From an optimization exercise on the open Yosys and OpenROAD flow, aimed at a short achievable clock period and few clock cycles; shortcuts taken in it are not production practice.
RTL that was checked went through simulation tests only; none was proved equivalent to the original.
Only the layout flow was run in run 2; the RTL was not checked for function there.
Power figures rest on the tool's default switching activity, not on a simulated workload.

$ cat design/flow/config.mk
export PLATFORM = sky130hd
export DESIGN_NAME = datapath
export DESIGN_NICKNAME = datapath
export VERILOG_FILES = /design/flow/design.v
export SDC_FILE = /design/flow/constraint.sdc
export NUM_CORES = 8
export LEC_CHECK = 0
export CAP_MARGIN = 25
export CORE_MARGIN = 2
export CORE_UTILIZATION = 40
export SETUP_SLACK_MARGIN = 3.2
export SLEW_MARGIN = 20
$ cat design/flow/standard.sh
#!/bin/bash
# synth_recipe.tcl (not shown) runs the flow's synth.tcl, then flattens the netlist and writes it again
# the make line also repeats each setting of config.mk as NAME=value (left out here)
make -C /OpenROAD-flow-scripts/flow DESIGN_CONFIG=/design/flow/config.mk WORK_HOME=/design/flow/orfs CLKGATE_MAP_FILE= SYNTH_SCRIPT=/design/flow/synth_recipe.tcl "${@:-finish}"
$ cat design/flow/flow/speed.abc
&get -n
&st
&dch
&nf
&put
buffer -c
topo
stime -c
upsize -c
dnsize -c
$ cat design/flow/design.v
module csa64(input [63:0] x, y, z, output [63:0] s, c);
assign s = x ^ y ^ z;
assign c = ((x & y) | (x & z) | (y & z)) << 1;
endmodule
module booth_enc(input [31:0] b, input sgn, output [50:0] dig);
wire [34:0] bx = {{2{sgn & b[31]}}, b, 1'b0};
genvar i;
generate
	for (i = 0; i < 17; i = i + 1) begin : d
		assign dig[3*i]   = bx[2*i] ^ bx[2*i+1];
		assign dig[3*i+1] = (bx[2*i+2] & ~bx[2*i+1] & ~bx[2*i]) | (~bx[2*i+2] & bx[2*i+1] & bx[2*i]);
		assign dig[3*i+2] = bx[2*i+2] & ~(bx[2*i+1] & bx[2*i]);
	end
endgenerate
endmodule
module mul_pp(input [31:0] a, input sgn, input [50:0] dig, output [511:0] rows);
wire [32:0] ax = {sgn & a[31], a};
reg [64*18-1:0] pp;
integer i, j;
reg one, two, neg;
reg [63:0] m;
always @* begin
	pp = {64*18{1'b0}};
	for (i = 0; i < 17; i = i + 1) begin
		one = dig[3*i];
		two = dig[3*i+1];
		neg = dig[3*i+2];
		m = 64'b0;
		for (j = 0; j < 64; j = j + 1)
			m[j] = (one & ((j < 33) ? ax[j] : ax[32])) | (two & ((j == 0) ? 1'b0 : (j < 34) ? ax[j-1] : ax[32]));
		m = {64{neg}} ^ m;
		pp[64*i +: 64] = m << (2*i);
		pp[64*17 + 2*i] = neg;
	end
end
wire [64*12-1:0] t;
genvar k;
generate
	for (k = 0; k < 6; k = k + 1) begin : l1
		csa64 c(.x(pp[64*(3*k) +: 64]), .y(pp[64*(3*k+1) +: 64]), .z(pp[64*(3*k+2) +: 64]), .s(t[64*(2*k) +: 64]), .c(t[64*(2*k+1) +: 64]));
	end
	for (k = 0; k < 4; k = k + 1) begin : l2
		csa64 c(.x(t[64*(3*k) +: 64]), .y(t[64*(3*k+1) +: 64]), .z(t[64*(3*k+2) +: 64]), .s(rows[128*k +: 64]), .c(rows[128*k+64 +: 64]));
	end
endgenerate
endmodule
module mul_red(input [511:0] rows, output [191:0] out);
wire [63:0] u0, u1, u2, u3, u4, u5, v0, v1, v2, v3;
csa64 c0(.x(rows[0 +: 64]), .y(rows[64 +: 64]), .z(rows[128 +: 64]), .s(u0), .c(u1));
csa64 c1(.x(rows[192 +: 64]), .y(rows[256 +: 64]), .z(rows[320 +: 64]), .s(u2), .c(u3));
assign u4 = rows[384 +: 64];
assign u5 = rows[448 +: 64];
csa64 c2(.x(u0), .y(u1), .z(u2), .s(v0), .c(v1));
csa64 c3(.x(u3), .y(u4), .z(u5), .s(v2), .c(v3));
wire [63:0] w0, w1;
csa64 c4(.x(v0), .y(v1), .z(v2), .s(w0), .c(w1));
assign out = {v3, w1, w0};
endmodule
module mul_red3(input [191:0] rows, output [63:0] s, c);
csa64 c0(.x(rows[0 +: 64]), .y(rows[64 +: 64]), .z(rows[128 +: 64]), .s(s), .c(c));
endmodule
module mul_fin(input [127:0] rows, output [32:0] lo, output [31:0] hi0, hi1);
wire [63:0] s = rows[63:0];
wire [63:0] c = rows[127:64];
assign lo = {1'b0, s[31:0]} + {1'b0, c[31:0]};
assign hi0 = s[63:32] + c[63:32];
wire [32:0] hi1x = {s[63:32], 1'b1} + {c[63:32], 1'b1};
assign hi1 = hi1x[32:1];
endmodule
module datapath (input clock, reset,
		 output [31:0] imem_addr,
		 input  [31:0] imem_rdata,
		 output        dmem_we,
		 output [31:0] dmem_addr, dmem_wdata,
		 input  [31:0] dmem_rdata);
reg [31:2] pcw;		 
reg [31:2] pcx;		 
wire [31:0] pc_f = {pcx, 2'b00};
reg        v_d, pred_d, spred_d, lpf_d;
reg [31:0] ins_d, pc4_d, rsv_d, rtv_d;
reg [31:2] pcs_d;
reg [16:0] blo_d;
reg [13:0] pch_d, pchi_d, pchd_d;
reg        he_rs, he_rt, hm_rs, hm_rt;	 
reg        mf_d, ldst_d;
reg [31:0] a_e, b_e, sd_e, alt_e, bt_e;
reg        sld_e, lta_e, ltb_e;
reg        we_e, ld_e, st_e, br_e, brl_e, inv_e, eq_e, crs_e, mul_e, msg_e, kill_e;
reg [4:0]  wr_e;
reg        arith_e, sub_e, xp_e, xg_e, xt_e, xn_e, xb_e, sls_e, slu_e, mhi_e, mlo_e;
reg [31:0] res_m, sd_m;
reg        we_m, ld_m, st_m;
reg [4:0]  wr_m;
reg        bl_m, inv_l, eq_l, crs_l;
reg [31:0] alt_l, bt_l;
reg [31:0] wd_w;
reg        we_w;
reg [4:0]  wr_w;
reg [31:0] ma, hi0, hi1;
reg [32:0] lo;
reg [50:0] mdig;
reg        msg, mv1, mv2;
reg [511:0] mrows8;
reg [127:0] mrows2;
reg [31:0] rf [1:31];
wire stall_d, redirect, redirect_m;
wire [31:0] redirect_pc;
wire [31:0] memval = ld_m ? dmem_rdata : res_m;
wire [31:0] ins_f = imem_rdata;
wire [4:0]  rs_f = ins_f[25:21];
wire [4:0]  rt_f = ins_f[20:16];
wire [31:0] pc4_f = pc_f + 32'd4;
localparam NL = 8;
localparam LTB = 10;
reg [NL-1:0] lv, lconf, lex;	 
reg [LTB-1:0] ltag [0:NL-1];
reg [LTB-1:0] ltagp [0:NL-1];	 
reg [7:0]  lcnt [0:NL-1];
reg [7:0]  ltrip [0:NL-1];
reg        lflip_q;
reg [LTB-1:0] ltg_e, ltg_l;
reg        cinv_e, cinv_l, lpf_e, lpf_l;
reg [NL-1:0] lhit_d, lhit_e, lhit_l;
integer lh;
always @* for (lh = 0; lh < NL; lh = lh + 1) lhit_d[lh] = lv[lh] & (ltag[lh] == pcs_d[LTB+1:2]);
wire [5:0]  op_f = ins_f[31:26];
wire jmp_f = op_f == 6'b000010;
wire beq_f = op_f == 6'b000100;
wire bne_f = op_f == 6'b000101;
wire same_f = rs_f == rt_f;
wire [17:0] blo_x = {1'b0, pc_f[17:2], 1'b1} + {1'b0, ins_f[15:0], 1'b1};
wire [16:0] blo_f = blo_x[17:1];
wire [31:0] btgt_f = {pc_f[31:18], blo_f[15:0], 2'b00};
wire spred_f = (beq_f & (same_f | ins_f[15])) | (bne_f & ~same_f);
wire lpf_f = lflip_q & (beq_f | bne_f);	 
wire pred_f = spred_f ^ lpf_f;
wire [31:0] jtgt_f = {pc4_f[31:28], ins_f[25:0], 2'b00};
wire [31:0] npc_f = jmp_f ? jtgt_f : pred_f ? btgt_f : pc4_f;
reg lflip_n;
integer li;
always @* begin
	lflip_n = 1'b0;
	for (li = 0; li < NL; li = li + 1)
		lflip_n = lflip_n | (lv[li] & lconf[li] & (ltagp[li] == pcx[LTB+1:2]) & lex[li]);
end
always @(posedge clock)
begin
	if (reset | redirect) lflip_q <= 1'b0;
	else if (~stall_d) lflip_q <= lflip_n & ~jmp_f & ~pred_f;
end
always @(posedge clock)
begin
	if (reset) pcw <= 30'b0;
	else if (redirect) pcw <= redirect_pc[31:2];
	else if (~stall_d) pcw <= npc_f[31:2];
end
always @(posedge clock or posedge reset)
begin
	if (reset) pcx <= 30'b0;
	else if (redirect) pcx <= redirect_pc[31:2];
	else if (~stall_d) pcx <= npc_f[31:2];
end
assign imem_addr = {pcw, 2'b00};
wire rt0_f = op_f == 6'b000000;
wire [5:0] fn_f = ins_f[5:0];
wire ralu_f = rt0_f & (fn_f == 6'h20 | fn_f == 6'h21 | fn_f == 6'h22 | fn_f == 6'h23 | fn_f == 6'h24 |
		       fn_f == 6'h25 | fn_f == 6'h26 | fn_f == 6'h01 | fn_f == 6'h2a | fn_f == 6'h2b);
wire mul_f = rt0_f & (fn_f == 6'h18 | fn_f == 6'h19);
wire ialu_f = op_f == 6'h08 | op_f == 6'h09 | op_f == 6'h0a | op_f == 6'h0b | op_f == 6'h0c |
	      op_f == 6'h0d | op_f == 6'h0e;
wire urs_f = ralu_f | mul_f | ialu_f | op_f == 6'h23 | op_f == 6'h2b;
wire urt_f = ralu_f | mul_f;
wire mf_f = rt0_f & (fn_f == 6'h10 | fn_f == 6'h12);
wire [31:0] rf_rs = (rs_f == 5'b0) ? 32'b0 : rf[rs_f];
wire [31:0] rf_rt = (rt_f == 5'b0) ? 32'b0 : rf[rt_f];
wire [31:0] rsw_f = (we_w & (wr_w == rs_f)) ? wd_w : rf_rs;
wire [31:0] rtw_f = (we_w & (wr_w == rt_f)) ? wd_w : rf_rt;
wire [31:0] rsv_f = (we_m & (wr_m == rs_f)) ? memval : rsw_f;
wire [31:0] rtv_f = (we_m & (wr_m == rt_f)) ? memval : rtw_f;
wire [5:0] op = ins_d[31:26];
wire [5:0] fn = ins_d[5:0];
wire [4:0] rs = ins_d[25:21];
wire [4:0] rt = ins_d[20:16];
wire [4:0] rd = ins_d[15:11];
wire rtype = op == 6'b000000;
wire f_add  = rtype & (fn == 6'h20 | fn == 6'h21);
wire f_sub  = rtype & (fn == 6'h22 | fn == 6'h23);
wire f_and  = rtype & fn == 6'h24;
wire f_or   = rtype & fn == 6'h25;
wire f_xor  = rtype & fn == 6'h26;
wire f_xnor = rtype & fn == 6'h01;
wire f_slt  = rtype & fn == 6'h2a;
wire f_sltu = rtype & fn == 6'h2b;
wire f_hi   = rtype & fn == 6'h10;
wire f_lo   = rtype & fn == 6'h12;
wire f_mul  = rtype & (fn == 6'h18 | fn == 6'h19);
wire i_add  = op == 6'h08 | op == 6'h09;
wire i_slt  = op == 6'h0a;
wire i_sltu = op == 6'h0b;
wire i_and  = op == 6'h0c;
wire i_or   = op == 6'h0d;
wire i_xor  = op == 6'h0e;
wire i_lui  = op == 6'h0f;
wire i_lw   = op == 6'h23;
wire i_sw   = op == 6'h2b;
wire i_beq  = op == 6'h04;
wire i_bne  = op == 6'h05;
wire i_br   = i_beq | i_bne;
wire r_alu  = f_add | f_sub | f_and | f_or | f_xor | f_xnor | f_slt | f_sltu;
wire i_alu  = i_add | i_slt | i_sltu | i_and | i_or | i_xor;
wire use_imm = i_alu | i_lui | i_lw | i_sw;
wire sub_d  = f_sub | f_slt | f_sltu | i_slt | i_sltu;
wire [4:0] wr_d = rtype ? rd : rt;
wire we_d = (r_alu | f_hi | f_lo | i_alu | i_lui | i_lw) & (wr_d != 5'b0);
wire zext = i_and | i_or | i_xor;
wire [31:0] imm_d = i_lui ? {ins_d[15:0], 16'b0} : {{16{ins_d[15] & ~zext}}, ins_d[15:0]};
wire hit_e_rs = he_rs & we_e;
wire hit_e_rt = he_rt & we_e;
wire [31:0] v_rs = (hm_rs & we_m) ? memval : rsv_d;
wire [31:0] v_rt = (hm_rt & we_m) ? memval : rtv_d;
wire hs = hm_rs & we_m;
wire ht = hm_rt & we_m;
wire eq_rr = rsv_d == rtv_d;
wire eq_ar = res_m == rtv_d;
wire eq_dr = dmem_rdata == rtv_d;
wire eq_ra = rsv_d == res_m;
wire eq_rd = rsv_d == dmem_rdata;
wire eq_d = (hs & ht) | (hs & ~ht & (ld_m ? eq_dr : eq_ar)) | (~hs & ht & (ld_m ? eq_rd : eq_ra)) |
	    (~hs & ~ht & eq_rr);
wire ld_use = ldst_d & we_e;
wire mf_wait = mf_d & (mul_e | mv1 | mv2);
assign stall_d = v_d & (ld_use | mf_wait);
wire go_d = v_d & ~stall_d;
always @(posedge clock)
begin
	if (reset | redirect) v_d <= 1'b0;
	else if (~stall_d) v_d <= 1'b1;
	ldst_d <= ~stall_d & v_d & i_lw & ((wr_d == rs_f & urs_f) | (wr_d == rt_f & urt_f));
	if (stall_d) begin
		rsv_d <= v_rs;
		rtv_d <= v_rt;
		hm_rs <= wr_e == rs;
		hm_rt <= wr_e == rt;
	end else begin
		ins_d <= ins_f;
		pc4_d <= pc4_f;
		pcs_d <= pcx;
		blo_d <= blo_f;
		pch_d <= pc_f[31:18];
		pchi_d <= pc_f[31:18] + 14'd1;
		pchd_d <= pc_f[31:18] - 14'd1;
		pred_d <= pred_f;
		spred_d <= spred_f;
		lpf_d <= lpf_f;
		rsv_d <= rsv_f;
		rtv_d <= rtv_f;
		mf_d <= mf_f;
		he_rs <= wr_d == rs_f;
		he_rt <= wr_d == rt_f;
		hm_rs <= wr_e == rs_f;
		hm_rt <= wr_e == rt_f;
	end
end
wire [31:0] res_e;
wire fb_d = hit_e_rt & ~use_imm;
wire [31:0] v_b = use_imm ? imm_d : v_rt;
wire [13:0] bhi_d = (blo_d[16] == ins_d[15]) ? pch_d : blo_d[16] ? pchi_d : pchd_d;
wire [31:0] btgt_d = {bhi_d, blo_d[15:0], 2'b00};
wire [31:0] bpre = sub_d ? ~v_b : v_b;
wire fbp = fb_d & ~sub_d;
wire fbn = fb_d & sub_d;
always @(posedge clock)
begin
	if (reset) begin
		kill_e <= 1'b0;
		we_e <= 1'b0; ld_e <= 1'b0; st_e <= 1'b0; br_e <= 1'b0; mul_e <= 1'b0;
	end else begin
		kill_e <= redirect;
		we_e <= go_d & we_d;
		ld_e <= go_d & i_lw;
		st_e <= go_d & i_sw;
		br_e <= go_d & i_br;
		mul_e <= go_d & f_mul;
	end
	wr_e <= wr_d;
	inv_e <= i_bne ^ pred_d;	 
	cinv_e <= i_bne ^ spred_d;	 
	lpf_e <= lpf_d;
	ltg_e <= pcs_d[LTB+1:2];
	lhit_e <= lhit_d;
	eq_e <= eq_d;
	msg_e <= ~fn[0];
	alt_e <= pred_d ? pc4_d : btgt_d;
	bt_e <= btgt_d;
	crs_e <= pred_d & (blo_d[16] != ins_d[15]);
	a_e <= hit_e_rs ? res_e : v_rs;
	b_e <= fbp ? res_e : fbn ? ~res_e : bpre;
	sd_e <= hit_e_rt ? res_e : v_rt;
	sld_e <= hit_e_rt & ld_e;
	lta_e <= hit_e_rs & ld_e;
	ltb_e <= hit_e_rt & ld_e;
	brl_e <= hit_e_rs | hit_e_rt;
	arith_e <= f_add | i_add | i_lw | i_sw | f_sub;
	sub_e <= sub_d;
	xp_e <= f_add | i_add | i_lw | i_sw | f_sub | f_xor | i_xor;
	xg_e <= f_and | i_and;
	xt_e <= f_or | i_or;
	xn_e <= f_xnor;
	xb_e <= i_lui;
	sls_e <= f_slt | i_slt;
	slu_e <= f_sltu | i_sltu;
	mhi_e <= f_hi;
	mlo_e <= f_lo;
end
wire [31:0] a = a_e;
wire [31:0] b = b_e;	 
wire [31:0] g0 = a & b;
wire [31:0] t0 = a | b;
wire [31:0] p0 = a ^ b;
wire [31:0] hi = lo[32] ? hi1 : hi0;
wire [31:0] x = ({32{xp_e}} & p0) | ({32{xg_e}} & g0) | ({32{xt_e}} & t0) | ({32{xn_e}} & ~p0)
	      | ({32{xb_e}} & b_e) | ({32{mhi_e}} & hi) | ({32{mlo_e}} & lo[31:0]);
reg [31:0] g, p, gn, pn;
integer i, l;
always @* begin
	g = g0; p = t0;
	g[0] = g0[0] | (t0[0] & sub_e);
	for (l = 1; l < 32; l = l * 2) begin
		gn = g; pn = p;
		for (i = l; i < 32; i = i + 1) begin
			gn[i] = g[i] | (p[i] & g[i-l]);
			pn[i] = p[i] & p[i-l];
		end
		g = gn; p = pn;
	end
end
wire [31:0] c = {g[30:0], sub_e};
wire [31:0] r = x ^ (c & {32{arith_e}});
wire lt = (sls_e & (p0[31] ? ~g[30] : a[31])) | (slu_e & ~g[31]);
assign res_e = {r[31:1], r[0] | lt};
wire misp_e = eq_e ^ inv_e;
wire redirect_e = br_e & ~kill_e & ~brl_e & (misp_e | crs_e);
wire go_e = ~kill_e & ~redirect_m;	 
wire misp_l = eq_l ^ inv_l;
assign redirect_m = bl_m & (misp_l | crs_l);
assign redirect = redirect_m | redirect_e;
wire lu_m = bl_m;
wire lu_e = br_e & ~kill_e & ~brl_e & ~redirect_m;
reg          lq_v, lq_go, lq_lpf;
reg [NL-1:0] lq_hit;
reg [LTB-1:0] lq_tag;
reg [2:0] lptr;
integer lk;
always @(posedge clock)
begin
	lq_hit <= lu_m ? lhit_l : lhit_e;	 
	lq_go <= lu_m ? ~(eq_l ^ cinv_l) : ~(eq_e ^ cinv_e);	 
	lq_lpf <= lu_m ? lpf_l : lpf_e;
	lq_tag <= lu_m ? ltg_l : ltg_e;
	if (reset) begin
		lq_v <= 1'b0;
		lv <= {NL{1'b0}};
		lptr <= 3'b0;
	end else begin
		lq_v <= lu_m | lu_e;
		if (lq_v) begin
			if (|lq_hit) begin
				for (lk = 0; lk < NL; lk = lk + 1) if (lq_hit[lk]) begin
					if (lq_go) begin
						if (lcnt[lk] != 8'hff) lcnt[lk] <= lcnt[lk] + 8'd1;
						if (lq_lpf) lconf[lk] <= 1'b0;
						lex[lk] <= ~lq_lpf & lconf[lk] & (lcnt[lk] != 8'hff) & (lcnt[lk] + 8'd1 == ltrip[lk]);
					end else begin
						ltrip[lk] <= lcnt[lk];
						lconf[lk] <= lcnt[lk] != 8'hff;
						lcnt[lk] <= 8'd0;
						lex[lk] <= lcnt[lk] == 8'd0;
					end
				end
			end else if (~lq_go) begin
				lv[lptr] <= 1'b1;
				lconf[lptr] <= 1'b0;
				lex[lptr] <= 1'b0;
				ltag[lptr] <= lq_tag;
				ltagp[lptr] <= lq_tag - 1'b1;
				lcnt[lptr] <= 8'd0;
				lptr <= lptr + 3'd1;
			end
		end
	end
end
assign redirect_pc = redirect_m ? ((crs_l & ~misp_l) ? bt_l : alt_l) : ((crs_e & ~misp_e) ? bt_e : alt_e);
always @(posedge clock)
begin
	if (reset) begin
		we_m <= 1'b0; ld_m <= 1'b0; st_m <= 1'b0; bl_m <= 1'b0;
	end else begin
		we_m <= we_e & go_e;
		ld_m <= ld_e & go_e;
		st_m <= st_e & go_e;
		bl_m <= br_e & brl_e & go_e;
	end
	wr_m <= wr_e;
	res_m <= res_e;
	sd_m <= sld_e ? dmem_rdata : sd_e;
	inv_l <= inv_e;
	cinv_l <= cinv_e;
	lpf_l <= lpf_e;
	ltg_l <= ltg_e;
	lhit_l <= lhit_e;
	alt_l <= alt_e;
	bt_l <= bt_e;
	crs_l <= crs_e;
	eq_l <= (lta_e & ltb_e) | (lta_e & ~ltb_e & (dmem_rdata == b_e)) | (~lta_e & ltb_e & (a_e == dmem_rdata)) |
		(~lta_e & ~ltb_e & (a_e == b_e));
end
wire [50:0] dig;
wire [511:0] rows8;
wire [191:0] rows3;
wire [127:0] rows2;
wire [32:0] plo;
wire [31:0] phi0, phi1;
booth_enc menc(.b(b_e), .sgn(msg_e), .dig(dig));
mul_pp  mpp(.a(ma), .sgn(msg), .dig(mdig), .rows(rows8));
mul_red mrd(.rows(mrows8), .out(rows3));
mul_red3 mr3(.rows(rows3), .s(rows2[63:0]), .c(rows2[127:64]));
mul_fin mfn(.rows(mrows2), .lo(plo), .hi0(phi0), .hi1(phi1));
always @(posedge clock)
begin
	if (reset) begin
		mv1 <= 1'b0; mv2 <= 1'b0;
	end else begin
		mv1 <= mul_e & go_e;
		mv2 <= mv1;
	end
	if (mul_e & go_e) begin
		ma <= a_e;
		mdig <= dig;
		msg <= msg_e;
	end
	mrows8 <= rows8;
	mrows2 <= rows2;
	lo <= plo;
	hi0 <= phi0;
	hi1 <= phi1;
end
assign dmem_addr = res_m;
assign dmem_wdata = sd_m;
assign dmem_we = st_m;
always @(posedge clock)
begin
	if (reset) we_w <= 1'b0;
	else we_w <= we_m;
	wr_w <= wr_m;
	wd_w <= memval;
end
integer k;
always @(posedge clock)
begin
	if (reset) begin
		for (k = 1; k < 32; k = k + 1) rf[k] <= 32'b0;
	end else if (we_w) begin
		rf[wr_w] <= wd_w;
	end
end
endmodule
$ cat design/flow/flow/synth.tcl
# The standard flow's synthesis script, with the ABC mapping script replaced by flow/speed.abc
set ::speed_abc [file join [file dirname [file normalize [info script]]] speed.abc]
proc abc {args} {
  set i [lsearch $args -script]
  lset args [expr {$i + 1}] $::speed_abc
  yosys abc {*}$args
}
source [file join [file dirname [file dirname [file normalize [info script]]]] synth_recipe.tcl]
$ cat design/flow/flow/run.sh
#!/bin/bash
# Layout flow: the standard flow, with synthesis mapping the logic through ABC with a
# delay-oriented script (flow/speed.abc) in place of the default one, and the ports
# buffered with sky130_fd_sc_hd__buf_8 (the default choice is a slow delay cell).
# Everything else, including the registers that synthesis produces, is the standard flow's.
set -euo pipefail
here=$(pwd)
bash standard.sh SYNTH_SCRIPT=$here/flow/synth.tcl "BUFFER_PORTS_ARGS=-buffer_cell sky130_fd_sc_hd__buf_8" finish > $here/standard.log 2>&1
$ cat design/flow/constraint.sdc
create_clock -name core_clock -period 5.8 [get_ports {clock}]
set_input_delay 1.1600 -clock core_clock [delete_from_list [all_inputs] [get_ports {clock}]]
set_output_delay 1.1600 -clock core_clock [all_outputs]
set_load 0.01 [all_outputs]
==> out/results.md, run 1 <==
| Stage | Result | This run |
|:---|:---|:---|
| clocking | CTS tree | built |
| setup path | Worst setup EP type | flop |
| placement | Weighted congestion at the end of routability-driven global placement | 0.979 |
| power | Internal power component | 37.3 mW |
| clocking | Maximum root-to-sink buffer count | 4 |
| clocking | Deepest level of the CTS H-tree | 5 |
| placement | Placed wire-length estimate | 345 mm |
| routing | Overall via count from detail_route | 107000 |
| setup path | Worst Path Class, Setup | reg -> reg |
| logic synthesis | Number of warnings issued by yosys | 3 |
| global route | Global-route wire length before repair | 777 mm |
| routing | Amount of wire on met2 after detailed routing | 254 mm |
| logic synthesis | Share of async-settable or async-resettable flops after synthesis | 0.0113 |
| run status | Run status | no timing/DRC/antenna violations |
| timing | Final hold viol count | 0 |
| logic synthesis | Mean area per synthesized cell | 11.7 um2 |
| global route | Pin count of the biggest net entering global routing | 88 |
| timing | Worst slew margin relative to its limit | 0.255 |
| clocking | Clock root cell | sky130_fd_sc_hd__clkbuf_16 |
| routing | Total DRC errors in the routed layout | 0 |
| die | Height of the die | 603 um |
| setup path | Max incr delay on CP | 0.59 ns |
| power | Logic gate share of total power | 0.175 |
| timing | Share of the clock period used by the worst path | 0.501 |
| global route | Number of global-route vias before repair | 107000 |
| routing | Total wire length after detailed routing | 552 mm |
| timing | Worst Max-Slew Pin Slew | 1.12 ns |
| setup path | Slowest stage cell, crit path | sky130_fd_sc_hd__fa_2 |
| setup path | Worst endpoint data arrival time | 3.73 ns |
| timing | Max-slew violation total from the final report | 0 |
| die | Die Wd | 603 um |
| routing | First drt pass iteration count | 10 |
| die | Number of primary I/O pins | 163 |
| logic synthesis | Proportion of synthesized chip area in sequential cells | 0.476 |
| timing | Total of endpoints with negative setup slack in the final report | 0 |
| setup path | Sequence of cells on the critical path | fa_2 > buf_6 > buf_16 > fa_1 > inv_1 > fa_2 > inv_2 > fa_2 |
| layout | Commonest cells after routing, fill and taps aside | sky130_fd_sc_hd__edfxtp_1, sky130_fd_sc_hd__and2_1, sky130_fd_sc_hd__dfxtp_1, sky130_fd_sc_hd__inv_1, sky130_fd_sc_hd__nor2_1 |
| power | Peak supply drop | 0.265 mV |
| logic synthesis | Main flop type after synthesis | sky130_fd_sc_hd__edfxtp_1 |
| layout | Ratio of cells with drive above 1 in the final layout | 0.246 |
| routing | First DRT Iteration DRCs | 13900 |
| job | Max-cap viol count | 0 |
| power | Part of the total power dissipated in sequential elements | 0.447 |
| hold path | HP Class | reg -> reg |
| clocking | Clock latency on the worst-skew pair | 0.98 ns |
| die | Area of the core | 358000 um2 |
| clocking | Sinks on the clock net | 2665 |
| logic synthesis | Count of distinct cell types in the synthesized netlist | 90 |
| timing | Max Clock Freq | 344 MHz |
| power | Reported leakage power | 66.6 nW |
| power | Switching part of the total | 0.288 |
| placement | Number of buffers added on ports | 160 |
| layout | Nets | 13600 |
| setup path | Largest fanout on the critical path | 4 |
| timing | Final period demand of the worst path | 2.90 ns |
| routing | M1 wire length | 202 mm |
| power | Clock network power share | 0.378 |
| die | Area of the die | 364000 um2 |
| layout | Non-filler instance count after layout | 17700 |
| setup path | WP data required | 6.62 ns |
| timing | Total negative slack for setup checks | 0 ns |
| power | Sw power | 15.1 mW |
| setup path | Startpoint Class | flop |
| routing | Top sig layer | met5 |
| routing | Detail-routed via count per cell | 6.04 |
| global route | Initial antenna violation count | 28 |
| timing | Final setup skew | 0.114 ns |
| global route | GRT Residual Overflow | 0 |
| die | Row count | 220 |
| timing | RSZ-0062 raised after global routing | yes |
| clocking | Clock input transition at the sequential cells of the worst setup and hold paths | 0.06 ns |
| routing | Mean routed wirelength per cell | 31.3 um |
| power | Power density cells | 301 nW/um2 |
| routing | Antenna Nets Post-Route | 0 |
| die | Starting Density | 0.401 |
| logic synthesis | Cell area after synthesis | 144000 um2 |
| logic synthesis | Post-synthesis cell count | 12200 |
| layout | Most common cell after layout, fill and taps aside | sky130_fd_sc_hd__edfxtp_1 |
| logic synthesis | Number of flip-flops and latches in the synthesized netlist | 2665 |
| setup path | Most used cell, CP | sky130_fd_sc_hd__fa_2 |
| global route | Total global-route track usage | 0.294 |
| placement | Cells after DPL | 16500 |
| logic synthesis | Number of synthesized flops with an enable pin | 1483 |
| clocking | Inserted Clock Buffers | 304 |
| layout | Area grow syn2layout | 21.1% |
| routing | Detail Route met3 WL | 56.6 mm |
[registers in the layout, summed over array words and instances, names as in the netlist, 33 cells and up]
register / count
mdig: 50
mrows8: 336
mrows2: 123
lo: 33
ltrip: 64
lcnt: 64
ltag: 80
rf: 1024
ltagp: 80
[worst max-delay path, delay by kind of cell (launching register included)]
family / cells / cell delay, ns
buffers and inverters: 4 / 0.40
flip-flops: 1 / 0.36
adder cells (fa/ha/maj): 4 / 2.09
[metrics by stage]
step / power [mW] / hold slack [ns] / area [um2] / worst slack (ns) / util
2_1_floorplan: 27.3 / 0.310 / 145000 / 2.39 / -
3_3_place_gp: 30.5 / 0.320 / 152000 / 1.07 / 0.423
3_5_place_dp: 30.6 / 0.318 / 152000 / 1.17 / 0.424
4_1_cts: 51.4 / 0.337 / 169000 / 2.92 / 0.472
5_1_grt: 53.8 / 0.343 / 174000 / 2.85 / 0.485
6_report: 52.4 / 0.334 / 174000 / 2.90 / 0.486
[Yosys cell counts, types with 12 or more instances]
cell type | number | area share
sky130_fd_sc_hd__a211oi_1 | 35 | 0.0018
sky130_fd_sc_hd__a21o_1 | 38 | 0.0020
sky130_fd_sc_hd__a21oi_1 | 472 | 0.016
sky130_fd_sc_hd__a221o_1 | 45 | 0.0031
sky130_fd_sc_hd__a221oi_1 | 38 | 0.0023
sky130_fd_sc_hd__a222oi_1 | 68 | 0.0047
sky130_fd_sc_hd__a22o_1 | 15 | 0.00091
sky130_fd_sc_hd__a22oi_1 | 542 | 0.028
sky130_fd_sc_hd__a31oi_1 | 25 | 0.0011
sky130_fd_sc_hd__and2_1 | 1009 | 0.044
sky130_fd_sc_hd__and3_1 | 41 | 0.0018
sky130_fd_sc_hd__and4_1 | 12 | 0.00073
sky130_fd_sc_hd__buf_1 | 77 | 0.0020
sky130_fd_sc_hd__buf_2 | 72 | 0.0025
sky130_fd_sc_hd__clkbuf_1 | 842 | 0.022
sky130_fd_sc_hd__dfrtp_1 | 30 | 0.0052
sky130_fd_sc_hd__dfxtp_1 | 1152 | 0.16
sky130_fd_sc_hd__edfxtp_1 | 1483 | 0.31
sky130_fd_sc_hd__fa_1 | 572 | 0.080
sky130_fd_sc_hd__ha_1 | 285 | 0.025
sky130_fd_sc_hd__inv_1 | 780 | 0.020
sky130_fd_sc_hd__mux2_2 | 95 | 0.0074
sky130_fd_sc_hd__mux2i_1 | 140 | 0.0098
sky130_fd_sc_hd__mux4_2 | 512 | 0.080
sky130_fd_sc_hd__nand2_1 | 423 | 0.011
sky130_fd_sc_hd__nand2b_1 | 37 | 0.0016
sky130_fd_sc_hd__nand3_1 | 105 | 0.0037
sky130_fd_sc_hd__nand4_1 | 105 | 0.0046
sky130_fd_sc_hd__nor2_1 | 751 | 0.020
sky130_fd_sc_hd__nor2b_1 | 21 | 0.00091
sky130_fd_sc_hd__nor3_1 | 38 | 0.0013
sky130_fd_sc_hd__nor4_1 | 105 | 0.0046
sky130_fd_sc_hd__o211ai_1 | 71 | 0.0037
sky130_fd_sc_hd__o21ai_0 | 559 | 0.019
sky130_fd_sc_hd__o21bai_1 | 28 | 0.0015
sky130_fd_sc_hd__o221ai_1 | 38 | 0.0023
sky130_fd_sc_hd__o22a_1 | 34 | 0.0021
sky130_fd_sc_hd__o22ai_1 | 103 | 0.0045
sky130_fd_sc_hd__o31ai_1 | 40 | 0.0021
sky130_fd_sc_hd__xnor2_1 | 639 | 0.039
sky130_fd_sc_hd__xor2_1 | 575 | 0.035
[routing by layer]
metal | GRT usage | vias to the layer above
li1 | - | 44200
met1 | 0.366 | 54400
met2 | 0.469 | 6561
met3 | 0.0621 | 1667
met4 | 0.182 | 20
met5 | 0 | -
[path summary, 6_finish.rpt]
| path | startpoint | end | slack, ns | cells past startpoint |
|---|---|---|---|---|
| setup / recovery | mrows8[127]$_DFF_P_ | mrows2[52]$_DFF_P_ | 2.90 | 8 |
| hold / removal | mrows2[0]$_DFF_P_ | lo[0]$_DFF_P_ | 0.33 | 0 |
| setup reg to reg | mrows8[127]$_DFF_P_ | mrows2[52]$_DFF_P_ | 2.90 | 8 |
| hold reg to reg | mrows2[0]$_DFF_P_ | lo[0]$_DFF_P_ | 0.33 | 0 |
| max in group asynchronous | reset | pcx[5]$_DFFE_PP0P_ | 4.10 | 4 |
| min in group asynchronous | reset | pcx[24]$_DFFE_PP0P_ | 1.22 | 4 |
[kinds of logic after synthesis]
logic type / count (synthesis) / share of synthesized area
adder cells (fa/ha/maj): 857 / 0.105
AO/OA/AOI/OAI: 2241 / 0.102
AND/OR/NAND/NOR: 2716 / 0.0978
buffers and inverters: 1789 / 0.0478
flip-flops: 2665 / 0.476
XOR/XNOR: 1215 / 0.0742
other: 1 / 0.0000261
multiplexers: 750 / 0.0979
[power by group through the flow]
stage / Sequential (mW) / Combinational (mW) / Clock, mW
2_1_floorplan: 22.9 / 4.47 / 0
3_3_place_gp: 23.8 / 6.68 / 0
3_5_place_dp: 23.9 / 6.74 / 0
4_1_cts: 23.4 / 8.07 / 20.0
5_1_grt: 23.6 / 9.58 / 20.7
6_report: 23.4 / 9.15 / 19.8
[final cells by class]
type                            instances  area, um2
Timing Repair Buffer                 1099      12300
Sequential cell                      2665      68800
Fill cell                           31100     184000
Timing Repair inverter                  3       50.0
Inverter                              786       3060
Antenna cell                           13       32.5
Clock buffer                          411       8520
Tap cell                             4773       5970
Clock inverter                        136       1580
Multi-Input combinational cell       7788      73600
[timing repair]
action	4_1_cts	5_1_grt
pin swaps	213	315
hold endpoints to repair	0	0
gates cloned	31	12
hold buffers	0	0
resized for setup	984	597
setup endpoints to repair	1643	1057
setup buffers	294	244
Testbench counts, summed over its fixed seeds: cycles 54,305.
==> run 2: changes to the inputs <==
--- a/design/flow/design.v
+++ b/design/flow/design.v
@@ -120,5 +120,5 @@
 reg        lflip_q;
 reg [LTB-1:0] ltg_e, ltg_l;
-reg        cinv_e, cinv_l, lpf_e, lpf_l;
+reg        cinv_e, cinv_l, lpf_e, lpf_l, lbw_e, lbw_l, lq_bw;
 reg [NL-1:0] lhit_d, lhit_e, lhit_l;
 integer lh;
@@ -288,4 +288,5 @@
 	lpf_e <= lpf_d;
 	ltg_e <= pcs_d[LTB+1:2];
+	lbw_e <= ins_d[15];
 	lhit_e <= lhit_d;
 	eq_e <= eq_d;
@@ -358,4 +359,5 @@
 	lq_lpf <= lu_m ? lpf_l : lpf_e;
 	lq_tag <= lu_m ? ltg_l : ltg_e;
+	lq_bw <= lu_m ? lbw_l : lbw_e;
 	if (reset) begin
 		lq_v <= 1'b0;
@@ -378,5 +380,5 @@
 					end
 				end
-			end else if (~lq_go) begin
+			end else if (~lq_go | lq_bw) begin
 				lv[lptr] <= 1'b1;
 				lconf[lptr] <= 1'b0;
@@ -384,5 +386,5 @@
 				ltag[lptr] <= lq_tag;
 				ltagp[lptr] <= lq_tag - 1'b1;
-				lcnt[lptr] <= 8'd0;
+				lcnt[lptr] <= {7'd0, lq_go};
 				lptr <= lptr + 3'd1;
 			end
@@ -408,4 +410,5 @@
 	lpf_l <= lpf_e;
 	ltg_l <= ltg_e;
+	lbw_l <= lbw_e;
 	lhit_l <= lhit_e;
 	alt_l <= alt_e;
==> out/results.md, run 2 <==
| Stage | Result | This run | Change |
|:---|:---|:---|:---|
| timing | Hold WS | 0.292 ns | -0.0424 ns |
| timing | Worst Max-Slew Pin Slew | 1.17 ns | +0.0569 ns |
| setup path | Worst R2R Path Depth | 12 | +4 |
| logic synthesis | Cell with the most instances after synthesis | sky130_fd_sc_hd__edfxtp_1 |  |
| power | Peak supply drop | 0.334 mV | +26% |
| global route | Global-route wire length before repair | 767 mm | -1.2% |
| routing | Mean routed wirelength per cell | 31.2 um | -0.23% |
| timing | RSZ-0062 raised after global routing | yes |  |
| timing | Worst slew margin relative to its limit | 0.209 | -0.0462 |
| global route | GRT Residual Overflow | 0 | unchanged |
| setup path | Worst endpoint data arrival time | 3.82 ns | +0.09 ns |
| placement | Weighted congestion at the end of routability-driven global placement | 0.990 | +1.2% |
| global route | Initial antenna violation count | 19 | -32% |
| power | Power density cells | 300 nW/um2 | -0.32% |
| logic synthesis | Main flop type after synthesis | sky130_fd_sc_hd__edfxtp_1 |  |
| routing | Detail-routed via count per cell | 6.06 | +0.23% |
| routing | First DRT Iteration DRCs | 12900 | -7.7% |
| setup path | Startpoint Class | flop |  |
| global route | Pin count of the biggest net entering global routing | 86 | -2.3% |
| setup path | Largest fanout on the critical path | 5 | +1 |
| layout | Most common cell after layout, fill and taps aside | sky130_fd_sc_hd__edfxtp_1 |  |
| logic synthesis | Number of warnings issued by yosys | 3 | unchanged |
| layout | Biggest registers after layout | rf (1024), mrows8 (336), mrows2 (123) |  |
| logic synthesis | Proportion of synthesized chip area in sequential cells | 0.478 | +0.00194 |
| setup path | WP data required | 6.62 ns | about the same |
| clocking | Deepest level of the CTS H-tree | 5 | unchanged |
| run status | Run status | no timing/DRC/antenna violations |  |
| layout | Nets | 13400 | -1.6% |
| routing | First drt pass iteration count | 10 | unchanged |
| logic synthesis | Share of async-settable or async-resettable flops after synthesis | 0.0112 | -0.0000127 |
| logic synthesis | Post-synthesis cell count | 12200 | -0.55% |
| layout | Number of flip-flops under the largest register name | 1024 | unchanged |
| setup path | Worst setup EP type | flop |  |
| layout | Area grow syn2layout | 19.9% |  |
| logic synthesis | Cell area after synthesis | 143000 um2 | -0.20% |
| die | Die Wd | 603 um | about the same |
| placement | Number of buffers added on ports | 160 | unchanged |
| global route | Total global-route track usage | 0.290 | -0.00384 |
| timing | Max-slew violation total from the final report | 0 | unchanged |
| timing | Max Clock Freq | 333 MHz | -3.4% |
| logic synthesis | Top cells by instance count after synthesis | sky130_fd_sc_hd__edfxtp_1, sky130_fd_sc_hd__dfxtp_1, sky130_fd_sc_hd__and2_1 |  |
| clocking | CTS tree | built |  |
| routing | Total DRC errors in the routed layout | 0 | unchanged |
| setup path | Worst Path Class, Setup | reg -> reg |  |
| logic synthesis | Yosys top cell area share | 0.312 | +0.00230 |
| clocking | Clock root cell | sky130_fd_sc_hd__clkbuf_16 |  |
| clocking | Clock latency on the worst-skew pair | 0.96 ns | -0.02 ns |
| logic synthesis | Leading area contributor after synthesis | sky130_fd_sc_hd__edfxtp_1 |  |
| timing | Final setup skew | 0.0869 ns | -0.0269 ns |
| layout | Ratio of cells with drive above 1 in the final layout | 0.232 | -0.0146 |
| hold path | HP Class | in -> async |  |
| layout | Count of fill cells added during filler insertion | 31200 | +0.32% |
| die | Row count | 219 | -0.45% |
| placement | Placement-stage worst setup slack | 1.53 ns | +0.361 ns |
| clocking | Clock input transition at the sequential cells of the worst setup and hold paths | 0.06 ns | about the same |
| clocking | Sinks on the clock net | 2668 | +0.11% |
| routing | Overall via count from detail_route | 106000 | -1.1% |
| timing | Total of endpoints with negative setup slack in the final report | 0 | unchanged |
| routing | Antenna Nets Post-Route | 0 | unchanged |
| global route | Number of global-route vias before repair | 107000 | -0.26% |
| clocking | Maximum root-to-sink buffer count | 4 | unchanged |
| die | Number of primary I/O pins | 163 | unchanged |
| die | Area of the core | 356000 um2 | -0.53% |
| die | Area of the die | 363000 um2 | -0.20% |
| timing | Total negative slack for setup checks | 0 ns | unchanged |
| timing | Final hold viol count | 0 | unchanged |
| logic synthesis | Synth area leaders | sky130_fd_sc_hd__edfxtp_1, sky130_fd_sc_hd__dfxtp_1, sky130_fd_sc_hd__mux4_2 |  |
| layout | Commonest cells after routing, fill and taps aside | sky130_fd_sc_hd__edfxtp_1, sky130_fd_sc_hd__and2_1, sky130_fd_sc_hd__dfxtp_1, sky130_fd_sc_hd__inv_1, sky130_fd_sc_hd__nor2_1 |  |
| power | Reported leakage power | 65.7 nW | -1.4% |
| logic synthesis | Number of synthesized flops with an enable pin | 1491 | +0.54% |
| clocking | Total of hold buffers inserted after clock tree synthesis | 0 | unchanged |
| job | Max-cap viol count | 0 | unchanged |
| timing | Final worst-path setup slack | 2.80 ns | -0.101 ns |
| die | Height of the die | 603 um | about the same |
| clocking | Inserted Clock Buffers | 305 | +0.33% |
| placement | Placed wire-length estimate | 341 mm | -0.93% |
| routing | Total wire length after detailed routing | 544 mm | -1.5% |
| timing | Share of the clock period used by the worst path | 0.518 | +0.0174 |
| die | Starting Density | 0.402 | +0.00133 |
| timing | Final period demand of the worst path | 3.00 ns | +0.101 ns |
| logic synthesis | Number of flip-flops and latches in the synthesized netlist | 2668 | +0.11% |
| layout | Top register by number of flip-flops | rf |  |
| logic synthesis | Mean area per synthesized cell | 11.8 um2 | +0.35% |
| logic synthesis | Count of distinct cell types in the synthesized netlist | 85 | -5.6% |
run 2: final cells by class:
type | count | area [um2] | area share
Timing Repair Buffer | 947 | 11100 | 0.0647
Timing Repair inverter | 1 | 11.3 | 0.0000656
Sequential cell | 2668 | 68900 | 0.401
Multi-Input combinational cell | 7711 | 72500 | 0.422
Clock inverter | 152 | 1400 | 0.00812
Tap cell | 4751 | 5940 | 0.0346
Inverter | 794 | 3100 | 0.0180
Antenna cell | 10 | 25.0 | 0.000146
Clock buffer | 410 | 8780 | 0.0511
run 2: worst paths after layout:
| kind | endpoint | slack (ns) | startpoint |
|---|---|---|---|
| worst max-delay path | b_e[23]$_DFF_P_ | 2.80 | b_e[11]$_DFF_P_ |
| worst min-delay path | pcx[16]$_DFFE_PP0P_ | 0.29 | reset |
| worst max register to register | b_e[23]$_DFF_P_ | 2.80 | b_e[11]$_DFF_P_ |
| worst min register to register | lo[0]$_DFF_P_ | 0.33 | mrows2[0]$_DFF_P_ |
| max in group asynchronous | pcx[6]$_DFFE_PP0P_ | 5.20 | reset |
| min in group core_clock | lo[0]$_DFF_P_ | 0.33 | mrows2[0]$_DFF_P_ |
run 2: kinds of logic (layout without fill, tap and decap cells):
group | after synthesis | after routing | synth area share
adder cells (fa/ha/maj) | 858 | 858 | 0.105
multiplexers | 699 | 699 | 0.0946
XOR/XNOR | 1197 | 1197 | 0.0732
AND/OR/NAND/NOR | 2692 | 2699 | 0.0977
AO/OA/AOI/OAI | 2254 | 2255 | 0.104
other | 1 | 13 | 0.0000262
flip-flops | 2668 | 2668 | 0.478
buffers and inverters | 1798 | 2304 | 0.0480
run 2: stage by stage:
stage / total power [mW] / utilization / instances / instance area (um2)
final: 51.6 / 0.482 / 17400 / 172000
after global routing: 53.0 / 0.482 / 17400 / 172000
after global placement: 30.3 / 0.425 / 16400 / 151000
after CTS: 51.0 / 0.473 / 17300 / 169000
after floorplan: 27.2 / - / 12200 / 144000
after detailed placement: 30.4 / 0.426 / 16400 / 152000
run 2: per-layer routing:
metal  up-vias  part of all wire  GRT usage
met2      6580              0.47      0.476
li1      43800                 -          -
met4         8             0.082      0.204
met1     53500              0.35      0.342
met5         -          0.000085          0
met3      1801             0.095     0.0590
run 2: where the power goes:
group          leakage, nW  total [mW]  internal (mW)  switching (mW)
Clock                 5.01        19.8           11.5            8.34
Sequential            25.0        23.4           21.9            1.50
Combinational         35.7        8.37           3.58            4.80
Total                 65.7        51.6           36.9            14.6
run 2: repair_timing:
action	CTS	global route
pin swaps	194	198
setup buffers	264	125
endpoints found under the setup margin	1963	999
gates cloned	28	16
resized for setup	946	438
run 2: worst max-delay path, stage by stage, from the launching register on:
cell and delay, ns:
sky130_fd_sc_hd__dfxtp_4 0.42, sky130_fd_sc_hd__inv_4 0.06, sky130_fd_sc_hd__ha_4 0.19, sky130_fd_sc_hd__buf_6 0.13, sky130_fd_sc_hd__nor4_4 0.37, sky130_fd_sc_hd__buf_4 0.20
sky130_fd_sc_hd__a21boi_2 0.21, sky130_fd_sc_hd__o21bai_1 0.14, sky130_fd_sc_hd__a31oi_2 0.29, sky130_fd_sc_hd__xor2_2 0.34, sky130_fd_sc_hd__mux2_4 0.30, sky130_fd_sc_hd__a21oi_4 0.08
sky130_fd_sc_hd__xnor2_2 0.16
==> run 3: changes to the inputs <==
--- a/design/flow/design.v
+++ b/design/flow/design.v
@@ -120,5 +120,5 @@
 reg        lflip_q;
 reg [LTB-1:0] ltg_e, ltg_l;
-reg        cinv_e, cinv_l, lpf_e, lpf_l, lbw_e, lbw_l, lq_bw;
+reg        cinv_e, cinv_l, lpf_e, lpf_l;
 reg [NL-1:0] lhit_d, lhit_e, lhit_l;
 integer lh;
@@ -288,5 +288,4 @@
 	lpf_e <= lpf_d;
 	ltg_e <= pcs_d[LTB+1:2];
-	lbw_e <= ins_d[15];
 	lhit_e <= lhit_d;
 	eq_e <= eq_d;
@@ -359,5 +358,4 @@
 	lq_lpf <= lu_m ? lpf_l : lpf_e;
 	lq_tag <= lu_m ? ltg_l : ltg_e;
-	lq_bw <= lu_m ? lbw_l : lbw_e;
 	if (reset) begin
 		lq_v <= 1'b0;
@@ -380,5 +378,5 @@
 					end
 				end
-			end else if (~lq_go | lq_bw) begin
+			end else if (~lq_go) begin
 				lv[lptr] <= 1'b1;
 				lconf[lptr] <= 1'b0;
@@ -386,5 +384,5 @@
 				ltag[lptr] <= lq_tag;
 				ltagp[lptr] <= lq_tag - 1'b1;
-				lcnt[lptr] <= {7'd0, lq_go};
+				lcnt[lptr] <= 8'd0;
 				lptr <= lptr + 3'd1;
 			end
@@ -410,5 +408,4 @@
 	lpf_l <= lpf_e;
 	ltg_l <= ltg_e;
-	lbw_l <= lbw_e;
 	lhit_l <= lhit_e;
 	alt_l <= alt_e;
==> design/flow/flow/run.sh (replaced) <==
#!/bin/bash
# Layout flow: the standard flow, with synthesis mapping all the logic, adders
# included, through ABC with a delay-oriented script (flow/speed.abc) in place of the
# default one and without the fixed full/half-adder cells, and the ports buffered with
# sky130_fd_sc_hd__buf_8 (the default choice is a slow delay cell). Everything else,
# including the registers that synthesis produces, is the standard flow's.
set -euo pipefail
here=$(pwd)
bash standard.sh SYNTH_SCRIPT=$here/flow/synth.tcl ADDER_MAP_FILE= "BUFFER_PORTS_ARGS=-buffer_cell sky130_fd_sc_hd__buf_8" finish > $here/standard.log 2>&1
==> out/results.md, run 3 <==
| Stage | Result | This run | Change |
|:---|:---|:---|:---|
| run status | Run status | no timing/DRC/antenna violations |  |
| setup path | Capturing element of the worst setup path | b_e[12]$_DFF_P_ |  |
| routing | Total wire length after detailed routing | 559 mm | +2.7% |
| logic synthesis | Proportion of synthesized chip area in sequential cells | 0.474 | -0.00402 |
| clocking | Maximum root-to-sink buffer count | 4 | unchanged |
| timing | Max-slew violation total from the final report | 0 | unchanged |
| power | Power density cells | 300 nW/um2 | -0.13% |
| timing | Final worst-path setup slack | 3.01 ns | +0.213 ns |
| logic synthesis | Number of warnings issued by yosys | 3 | unchanged |
| logic synthesis | Number of synthesized flops with an enable pin | 1483 | -0.54% |
| layout | Area occupied by multi-input gates | 75100 um2 | +3.5% |
| logic synthesis | Count of distinct cell types in the synthesized netlist | 90 | +5.9% |
| routing | Amount of wire on met2 after detailed routing | 251 mm | -2.0% |
| clocking | Clock root cell | sky130_fd_sc_hd__clkbuf_16 |  |
| setup path | Path length in cells of the critical path | 12 | unchanged |
| timing | Worst Max-Slew Pin Slew | 1.16 ns | -0.0137 ns |
| setup path | WP data required | 6.66 ns | +0.04 ns |
| layout | Number of flip-flops under the largest register name | 1024 | unchanged |
| logic synthesis | Synth area leaders | sky130_fd_sc_hd__edfxtp_1, sky130_fd_sc_hd__dfxtp_1, sky130_fd_sc_hd__xnor2_1 |  |
| setup path | Worst setup EP type | flop |  |
| setup path | Cell family with the largest share of critical-path delay | compound AO/OA/AOI/OAI gates |  |
| timing | Final setup skew | 0.0706 ns | -0.0163 ns |
| placement | Number of buffers added on ports | 160 | unchanged |
| die | Starting Density | 0.402 | -0.000492 |
| logic synthesis | Share of async-settable or async-resettable flops after synthesis | 0.0113 | +0.0000127 |
| global route | GRT Residual Overflow | 0 | unchanged |
| setup path | Start of the worst register-to-register path | a_e[0]$_DFF_P_ |  |
| power | Logic gate share of total power | 0.147 | -0.015 |
| die | Area of the core | 359000 um2 | +0.77% |
| layout | Biggest registers after layout | rf (1024), mrows8 (336), mrows2 (123) |  |
| clocking | CTS tree | built |  |
| setup path | Worst endpoint data arrival time | 3.65 ns | -0.17 ns |
| placement | Weighted congestion at the end of routability-driven global placement | 1.00 | +1.2% |
| layout | Reg area | 68700 um2 | -0.25% |
| setup path | Startpoint Class | flop |  |
| placement | Post-detailed-placement cell area | 153000 um2 | +0.66% |
| timing | Share of the clock period used by the worst path | 0.481 | -0.0368 |
| timing | Total negative slack for setup checks | 0 ns | unchanged |
| timing | Final hold viol count | 0 | unchanged |
| routing | Overall via count from detail_route | 112000 | +5.9% |
| clocking | Clock latency on the worst-skew pair | 0.97 ns | about the same |
| global route | Total global-route track usage | 0.296 | +0.00539 |
| layout | Top register by number of flip-flops | rf |  |
| power | Peak supply drop | 0.215 mV | -36% |
| logic synthesis | Post-synthesis cell count | 13400 | +9.8% |
| logic synthesis | Main flop type after synthesis | sky130_fd_sc_hd__edfxtp_1 |  |
| logic synthesis | Cell with the most instances after synthesis | sky130_fd_sc_hd__xnor2_1 |  |
| die | Die Wd | 604 um | +0.32% |
| power | Part of the total power dissipated in sequential elements | 0.455 | +0.002 |
| routing | Antenna Nets Post-Route | 0 | unchanged |
| routing | Mean routed wirelength per cell | 30.1 um | -3.5% |
| logic synthesis | Leading area contributor after synthesis | sky130_fd_sc_hd__edfxtp_1 |  |
| layout | Ratio of cells with drive above 1 in the final layout | 0.196 | -0.0356 |
| routing | M1 wire length | 207 mm | +8.1% |
| timing | RSZ-0062 raised after global routing | yes |  |
| global route | Number of global-route vias before repair | 106000 | -0.61% |
| hold path | HP Class | reg -> reg |  |
| routing | First DRT Iteration DRCs | 14100 | +10% |
| setup path | Worst R2R Path Depth | 12 | unchanged |
| job | Max-cap viol count | 0 | unchanged |
| layout | Nets | 13600 | +1.8% |
| setup path | Critical Path Start | a_e[0]$_DFF_P_ |  |
| routing | First drt pass iteration count | 6 | -4 |
| logic synthesis | Top cells by instance count after synthesis | sky130_fd_sc_hd__xnor2_1, sky130_fd_sc_hd__edfxtp_1, sky130_fd_sc_hd__dfxtp_1 |  |
| global route | Global-route wire length before repair | 781 mm | +1.7% |
| setup path | Worst Path Class, Setup | reg -> reg |  |
| setup path | Number of buffers and inverters on the critical path | 3 | unchanged |
| timing | Final period demand of the worst path | 2.79 ns | -0.213 ns |
| logic synthesis | Yosys top cell area share | 0.309 | -0.00366 |
| layout | Commonest cells after routing, fill and taps aside | sky130_fd_sc_hd__xnor2_1, sky130_fd_sc_hd__edfxtp_1, sky130_fd_sc_hd__and2_1, sky130_fd_sc_hd__dfxtp_1, sky130_fd_sc_hd__nor2_1 |  |
| die | Area of the die | 365000 um2 | +0.64% |
| clocking | Inserted Clock Buffers | 307 | +0.66% |
| power | Reported leakage power | 61.2 nW | -6.8% |
| setup path | Largest fanout on the critical path | 3 | -2 |
| layout | Area grow syn2layout | 18.2% |  |
| setup path | Max incr delay on CP | 0.35 ns | -0.07 ns |
| die | Height of the die | 604 um | +0.32% |
| global route | Pin count of the biggest net entering global routing | 70 | -19% |
| timing | Max Clock Freq | 358 MHz | +7.6% |
| setup path | Sequence of cells on the critical path | maj3_2 > maj3_2 > buf_4 > buf_6 > a21oi_4 > o21ai_4 > a31oi_4 > buf_6 > xor2_4 > o21a_1 > a21o_1 > xor2_1 |  |
| logic synthesis | Number of flip-flops and latches in the synthesized netlist | 2665 | -0.11% |
| power | Clock network power share | 0.398 | +0.013 |
| clocking | Sinks on the clock net | 2665 | -0.11% |
| placement | Placed wire-length estimate | 353 mm | +3.3% |
| setup path | Crit Reg-Reg Endpoint | b_e[12]$_DFF_P_ |  |
| logic synthesis | Cell area after synthesis | 144000 um2 | +0.64% |
| routing | Detail Route met3 WL | 58.2 mm | +13% |
| die | Row count | 220 | +0.46% |
| clocking | Clock input transition at the sequential cells of the worst setup and hold paths | 0.06 ns | about the same |
| power | Switching part of the total | 0.280 | -0.00357 |
| placement | Placement-stage worst setup slack | 1.39 ns | -0.141 ns |
| die | Number of primary I/O pins | 163 | unchanged |
| power | Sw power | 14.3 mW | -2.2% |
| layout | Post-layout instance area | 170000 um2 | -0.77% |
| routing | Detail-routed via count per cell | 6.02 | -0.55% |
| power | Internal power component | 36.8 mW | -0.41% |
| logic synthesis | Mean area per synthesized cell | 10.8 um2 | -8.4% |
| timing | Worst slew margin relative to its limit | 0.218 | +0.00924 |
| layout | Count of fill cells added during filler insertion | 32500 | +4.3% |
| setup path | Reg-to-reg slack, setup | 3.01 ns | +0.21 ns |
| routing | Total DRC errors in the routed layout | 0 | unchanged |
| setup path | Slowest stage cell, crit path | sky130_fd_sc_hd__maj3_2 |  |
| timing | Total of endpoints with negative setup slack in the final report | 0 | unchanged |
| global route | Initial antenna violation count | 31 | +12 |
| layout | Most common cell after layout, fill and taps aside | sky130_fd_sc_hd__xnor2_1 |  |
| clocking | Deepest level of the CTS H-tree | 5 | unchanged |
| routing | Top sig layer | met5 |  |
[run 3: cell count changes after synthesis, sizes merged, moves of 88 or more]
| cell | previous run | this run |
|---|---|---|
| ha | 286 | 0 |
| inv | 788 | 138 |
| nand3 | 108 | 215 |
| nor2 | 674 | 992 |
| xnor2 | 625 | 1687 |
| xor2 | 572 | 476 |
| nor2b | 18 | 135 |
| maj3 | 0 | 364 |
| o21ai | 585 | 802 |
| fa | 572 | 0 |
| nand2 | 435 | 741 |
| a21oi | 420 | 508 |
| nor3 | 55 | 148 |
[run 3: cell families (layout without fill, tap and decap cells)]
group                    Yosys count  after routing  synth area share
AND/OR/NAND/NOR                 3666           3672             0.127
flip-flops                      2665           2665             0.474
AO/OA/AOI/OAI                   2648           2649             0.118
XOR/XNOR                        2163           2163             0.131
buffers and inverters           1158           1568            0.0311
multiplexers                     697            697            0.0939
adder cells (fa/ha/maj)          364            364            0.0253
other                              1             27         0.0000260
[run 3: how the worst min path moves through the flow]
stage               endpoint  slack (ns)  cells past startpoint         startpoint
2_1_floorplan  lo[0]$_DFF_P_        0.31                      0  mrows2[0]$_DFF_P_
3_3_place_gp   lo[0]$_DFF_P_        0.32                      0  mrows2[0]$_DFF_P_
3_5_place_dp   lo[0]$_DFF_P_        0.31                      0  mrows2[0]$_DFF_P_
4_1_cts        lo[0]$_DFF_P_        0.33                      0  mrows2[0]$_DFF_P_
5_1_grt        lo[0]$_DFF_P_        0.33                      0  mrows2[0]$_DFF_P_
6_report       lo[0]$_DFF_P_        0.33                      0  mrows2[0]$_DFF_P_
[run 3: timing repair]
action,4_1_cts,5_1_grt
pin swaps,81,154
setup buffers,136,129
gates resized for setup,579,454
hold buffers,0,0
setup endpoints to repair,1616,930
gates cloned,30,9
[run 3: power groups by stage]
stage                     sequential, mW  clock (mW)  combinational [mW]
after detailed placement            23.6           0                6.37
after CTS                           23.2        20.5                6.91
final                               23.3        20.3                7.51
after floorplan                     22.7           0                4.32
after global placement              23.6           0                6.32
after global routing                23.4        21.2                7.91
[run 3: layout make-up]
cell class                      instances  area share
Clock inverter                        133     0.00908
Antenna cell                           24    0.000352
Clock buffer                          434      0.0523
Timing Repair Buffer                  856      0.0562
Tap cell                             4773      0.0350
Inverter                              144     0.00340
Timing Repair inverter                  1   0.0000514
Multi-Input combinational cell       9548       0.440
Sequential cell                      2665       0.403
[run 3: per-layer routing]
layer,GRT usage,vias up
li1,-,48500
met5,0,-
met3,0.0647,1799
met2,0.463,6696
met1,0.367,54900
met4,0.198,10
[run 3: per-stage QoR]
step                      hold WS (ns)   util  std cells  power, mW
after detailed placement         0.314  0.425      17700       30.0
after global routing             0.332  0.475      18600       52.5
after floorplan                  0.310      -      13400       27.0
after global placement           0.315  0.425      17700       29.9
final                            0.327  0.475      18600       51.1
after CTS                        0.327  0.466      18400       50.6
Testbench counts of run 3, summed over its fixed seeds: cycles 54,305.
==> run 4: changes to the inputs <==
==> design/flow/flow/speed.abc (replaced) <==
strash
dch
map -D 1000
buffer -c
topo
stime -c
upsize -c
dnsize -c
==> out/results.md, run 4 <==
| Stage | Result | This run | Change |
|:---|:---|:---|:---|
| routing | Antenna Nets Post-Route | 0 | unchanged |
| logic synthesis | Cell area after synthesis | 155000 um2 | +7.7% |
| setup path | Number of buffers and inverters on the critical path | 1 | -2 |
| power | Final total power | 51.6 mW | +0.96% |
| setup path | Reg-to-reg slack, setup | 3.12 ns | +0.11 ns |
| timing | Final worst-path setup slack | 3.10 ns | +0.0874 ns |
| clocking | Sinks on the clock net | 2665 | unchanged |
| placement | Weighted congestion at the end of routability-driven global placement | 1.07 | +6.6% |
| layout | Post-route core utilization | 0.461 | -0.0137 |
| die | Area of the die | 393000 um2 | +7.6% |
| layout | Area grow syn2layout | 14.7% |  |
| hold path | HP Class | reg -> reg |  |
| power | Reported leakage power | 71.3 nW | +16% |
| layout | Commonest cells after routing, fill and taps aside | sky130_fd_sc_hd__nand2_1, sky130_fd_sc_hd__nor2_1, sky130_fd_sc_hd__o21ai_0, sky130_fd_sc_hd__edfxtp_1, sky130_fd_sc_hd__inv_1 |  |
| layout | Biggest registers after layout | rf (1024), mrows8 (336), mrows2 (123) |  |
| setup path | Startpoint Class | flop |  |
| routing | First DRT Iteration DRCs | 20300 | +43% |
| setup path | Slowest stage cell, crit path | sky130_fd_sc_hd__dfxtp_4 |  |
| logic synthesis | Number of synthesized flops with an enable pin | 1483 | unchanged |
| layout | Non-filler instance count after layout | 24900 | +34% |
| die | Row count | 228 | +3.6% |
| timing | Final hold viol count | 0 | unchanged |
| setup path | Capturing element of the worst setup path | dmem_addr[15] |  |
| timing | Hold WS | 0.335 ns | +0.00803 ns |
| placement | Cells after DPL | 24200 | +37% |
| setup path | Start of the worst register-to-register path | we_m$_SDFF_PP0_ |  |
| setup path | Sequence of cells on the critical path | buf_8 |  |
| global route | Initial antenna violation count | 26 | -16% |
| timing | Max Clock Freq | 370 MHz | +3.2% |
| logic synthesis | Top cells by instance count after synthesis | sky130_fd_sc_hd__nand2_1, sky130_fd_sc_hd__nor2_1, sky130_fd_sc_hd__o21ai_0 |  |
| layout | Top register by number of flip-flops | rf |  |
| clocking | Clock input transition at the sequential cells of the worst setup and hold paths | 0.06 ns | about the same |
| layout | Number of flip-flops under the largest register name | 1024 | unchanged |
| routing | First drt pass iteration count | 9 | +3 |
| die | Starting Density | 0.402 | about the same |
| logic synthesis | Yosys top cell area share | 0.287 | -0.0221 |
| setup path | WP data required | 4.64 ns | -2.02 ns |
| placement | Number of buffers added on ports | 160 | unchanged |
| power | Power density cells | 290 nW/um2 | -3.4% |
| job | Max-cap viol count | 0 | unchanged |
| logic synthesis | Number of flip-flops and latches in the synthesized netlist | 2665 | unchanged |
| clocking | Deepest level of the CTS H-tree | 5 | unchanged |
| global route | Number of global-route vias before repair | 137000 | +29% |
| routing | Mean routed wirelength per cell | 26.1 um | -13% |
| setup path | Worst R2R Path Depth | 6 | -6 |
| layout | Most common cell after layout, fill and taps aside | sky130_fd_sc_hd__nand2_1 |  |
| setup path | Max incr delay on CP | 0.46 ns | +0.11 ns |
| run status | Run status | no timing/DRC/antenna violations |  |
| timing | RSZ-0062 raised after global routing | yes |  |
| power | Peak supply drop | 0.252 mV | +17% |
| global route | GRT Residual Overflow | 0 | unchanged |
| logic synthesis | Post-synthesis cell count | 19700 | +48% |
| logic synthesis | Share of async-settable or async-resettable flops after synthesis | 0.0113 | unchanged |
| clocking | Clock root cell | sky130_fd_sc_hd__clkbuf_16 |  |
| clocking | Total of hold buffers inserted after clock tree synthesis | 0 | unchanged |
| clocking | Inserted Clock Buffers | 306 | -0.33% |
| logic synthesis | Proportion of synthesized chip area in sequential cells | 0.440 | -0.0339 |
| logic synthesis | Main flop type after synthesis | sky130_fd_sc_hd__edfxtp_1 |  |
| logic synthesis | Number of warnings issued by yosys | 3 | unchanged |
| global route | Total global-route track usage | 0.316 | +0.0205 |
| routing | Total DRC errors in the routed layout | 0 | unchanged |
| die | Height of the die | 627 um | +3.8% |
| timing | Total negative slack for setup checks | 0 ns | unchanged |
| timing | Max-slew violation total from the final report | 0 | unchanged |
| logic synthesis | Cell with the most instances after synthesis | sky130_fd_sc_hd__nand2_1 |  |
| routing | Overall via count from detail_route | 149000 | +33% |
| timing | Final setup skew | 0.0862 ns | +0.0156 ns |
| setup path | Path length in cells of the critical path | 1 | -11 |
| global route | Pin count of the biggest net entering global routing | 186 | +170% |
| setup path | Worst setup EP type | output pin |  |
| setup path | Worst endpoint data arrival time | 1.54 ns | -2.11 ns |
| setup path | Largest fanout on the critical path | 2 | -1 |
| logic synthesis | Mean area per synthesized cell | 7.88 um2 | -27% |
| clocking | Clock latency on the worst-skew pair | 1.01 ns | +0.04 ns |
| routing | Total wire length after detailed routing | 651 mm | +17% |
| die | Number of primary I/O pins | 163 | unchanged |
| global route | Global-route wire length before repair | 926 mm | +19% |
| placement | Placement-stage worst setup slack | 1.18 ns | -0.211 ns |
| clocking | Maximum root-to-sink buffer count | 4 | unchanged |
| setup path | Cell family with the largest share of critical-path delay | flip-flops |  |
| layout | Post-layout instance area | 178000 um2 | +4.5% |
| clocking | CTS tree | built |  |
| timing | Worst Max-Slew Pin Slew | 1.21 ns | +0.0511 ns |
| routing | Detail-routed via count per cell | 5.97 | -0.93% |
| logic synthesis | Count of distinct cell types in the synthesized netlist | 88 | -2.2% |
| setup path | Worst Path Class, Setup | reg -> out |  |
| die | Die Wd | 627 um | +3.8% |
| setup path | Crit Reg-Reg Endpoint | a_e[2]$_DFF_P_ |  |
| timing | Final period demand of the worst path | 2.70 ns | -0.0874 ns |
| timing | Worst slew margin relative to its limit | 0.192 | -0.0259 |
| logic synthesis | Synth area leaders | sky130_fd_sc_hd__edfxtp_1, sky130_fd_sc_hd__dfxtp_1, sky130_fd_sc_hd__nand2_1 |  |
| die | Area of the core | 386000 um2 | +7.6% |
| timing | Share of the clock period used by the worst path | 0.466 | -0.0151 |
| placement | Post-detailed-placement cell area | 163000 um2 | +6.7% |
| placement | Placed wire-length estimate | 429 mm | +22% |
| timing | Total of endpoints with negative setup slack in the final report | 0 | unchanged |
| layout | Ratio of cells with drive above 1 in the final layout | 0.0988 | -0.0972 |
| layout | Nets | 19600 | +44% |
| logic synthesis | Leading area contributor after synthesis | sky130_fd_sc_hd__edfxtp_1 |  |
| setup path | Critical Path Start | res_m[15]$_DFF_P_ |  |
run 4: cell types whose count changed in the layout (fill, tap and decap cells not counted), sizes merged, moves of 300 or more:
cell and change:
mux4 -512, xnor2 -1452, nor2 +2103, nand3 +579, and2 -978, o21ai +1022, a22oi -485, maj3 -300
a21oi +478, nand2 +2854, xor2 +593, inv +1040, o22ai +777
run 4: worst min-delay path by stage:
stage | start | slack [ns] | endpoint | cells after the start
finish | mrows2[0]$_DFF_P_ | 0.34 | lo[0]$_DFF_P_ | 0
global route | bt_e[31]$_DFF_P_ | 0.34 | bt_l[31]$_DFF_P_ | 0
detailed placement | mrows2[0]$_DFF_P_ | 0.31 | lo[0]$_DFF_P_ | 0
floorplan | mrows2[0]$_DFF_P_ | 0.31 | lo[0]$_DFF_P_ | 0
global placement | mrows2[0]$_DFF_P_ | 0.32 | lo[0]$_DFF_P_ | 0
CTS | mrows2[0]$_DFF_P_ | 0.34 | lo[0]$_DFF_P_ | 0
run 4: power by group:
group | internal, mW | leakage, nW | switching (mW)
registers | 21.7 | 25.0 | 1.51
logic | 2.52 | 41.2 | 5.57
clock network | 11.8 | 5.05 | 8.53
total | 36.0 | 71.3 | 15.6
run 4: cell type report:
cell class | count | area (um2)
diodes | 3 | 7.51
clock buffers | 416 | 8580
clock inverters | 150 | 1740
fillers | 37500 | 208000
inverters | 1245 | 4970
multi-input cells | 14600 | 79900
flip-flops and latches | 2665 | 68700
well taps | 5175 | 6470
repair buffers | 664 | 7720
repair inverters | 3 | 21.3
run 4: cells by family after synthesis:
group                    Yosys count  share of synthesized area
AO/OA/AOI/OAI                   4892                      0.189
XOR/XNOR                        1380                     0.0849
adder cells (fa/ha/maj)           64                    0.00412
buffers and inverters           2430                     0.0613
flip-flops                      2665                      0.440
multiplexers                      13                   0.000838
other                              1                  0.0000241
AND/OR/NAND/NOR                 8264                      0.220
run 4: routing by layer:
layer / track usage / vias up / share of wire
li1: - / 67500 / -
met1: 0.395 / 70200 / 0.37
met2: 0.490 / 8987 / 0.43
met3: 0.0680 / 2186 / 0.11
met4: 0.214 / 30 / 0.081
met5: 0 / - / 0.00033
run 4: timing repair:
| action | 4_1_cts | 5_1_grt |
|---|---|---|
| gates cloned | 14 | 13 |
| setup endpoints to repair | 1412 | 1014 |
| setup buffers | 69 | 64 |
| pin swaps | 30 | 37 |
| gates resized for setup | 562 | 396 |

==> port drivers added, routing unchanged <==
The flow's constraints put no driver on any port. The routed layouts listed below were extracted and timed again, unchanged, in two steps. Step 1: set_driving_cell puts a clkbuf_16 on clock and a buf_2 on each other input, an assumption about the parent block. Step 2, shift: input delay + t, output delay - t, t = (earliest + latest rising clock arrival at the registers) / 2. This alone moves slack from input paths to output paths. Slacks: no drivers / after step 1 / after step 2; pairs: no drivers / after step 1.
run	t, ns	slack for setup (ns)	worst setup path after step 2	worst slew at a driven data input, ns
run 1	1.022	2.896 / 2.896 / 1.895	input to register	0.41
run 2	1.023	2.795 / 2.795 / 1.814	input to register	0.41
run 3	1.038	3.009 / 2.713 / 1.675	input to register	0.61
run 4	1.073	3.096 / 2.933 / 1.860	input to register	0.48
After both steps setup and hold are still met in every run listed. The setup slack of run 3, which loses most, moves by -0.296 ns with the drivers and by -1.334 ns with both steps.
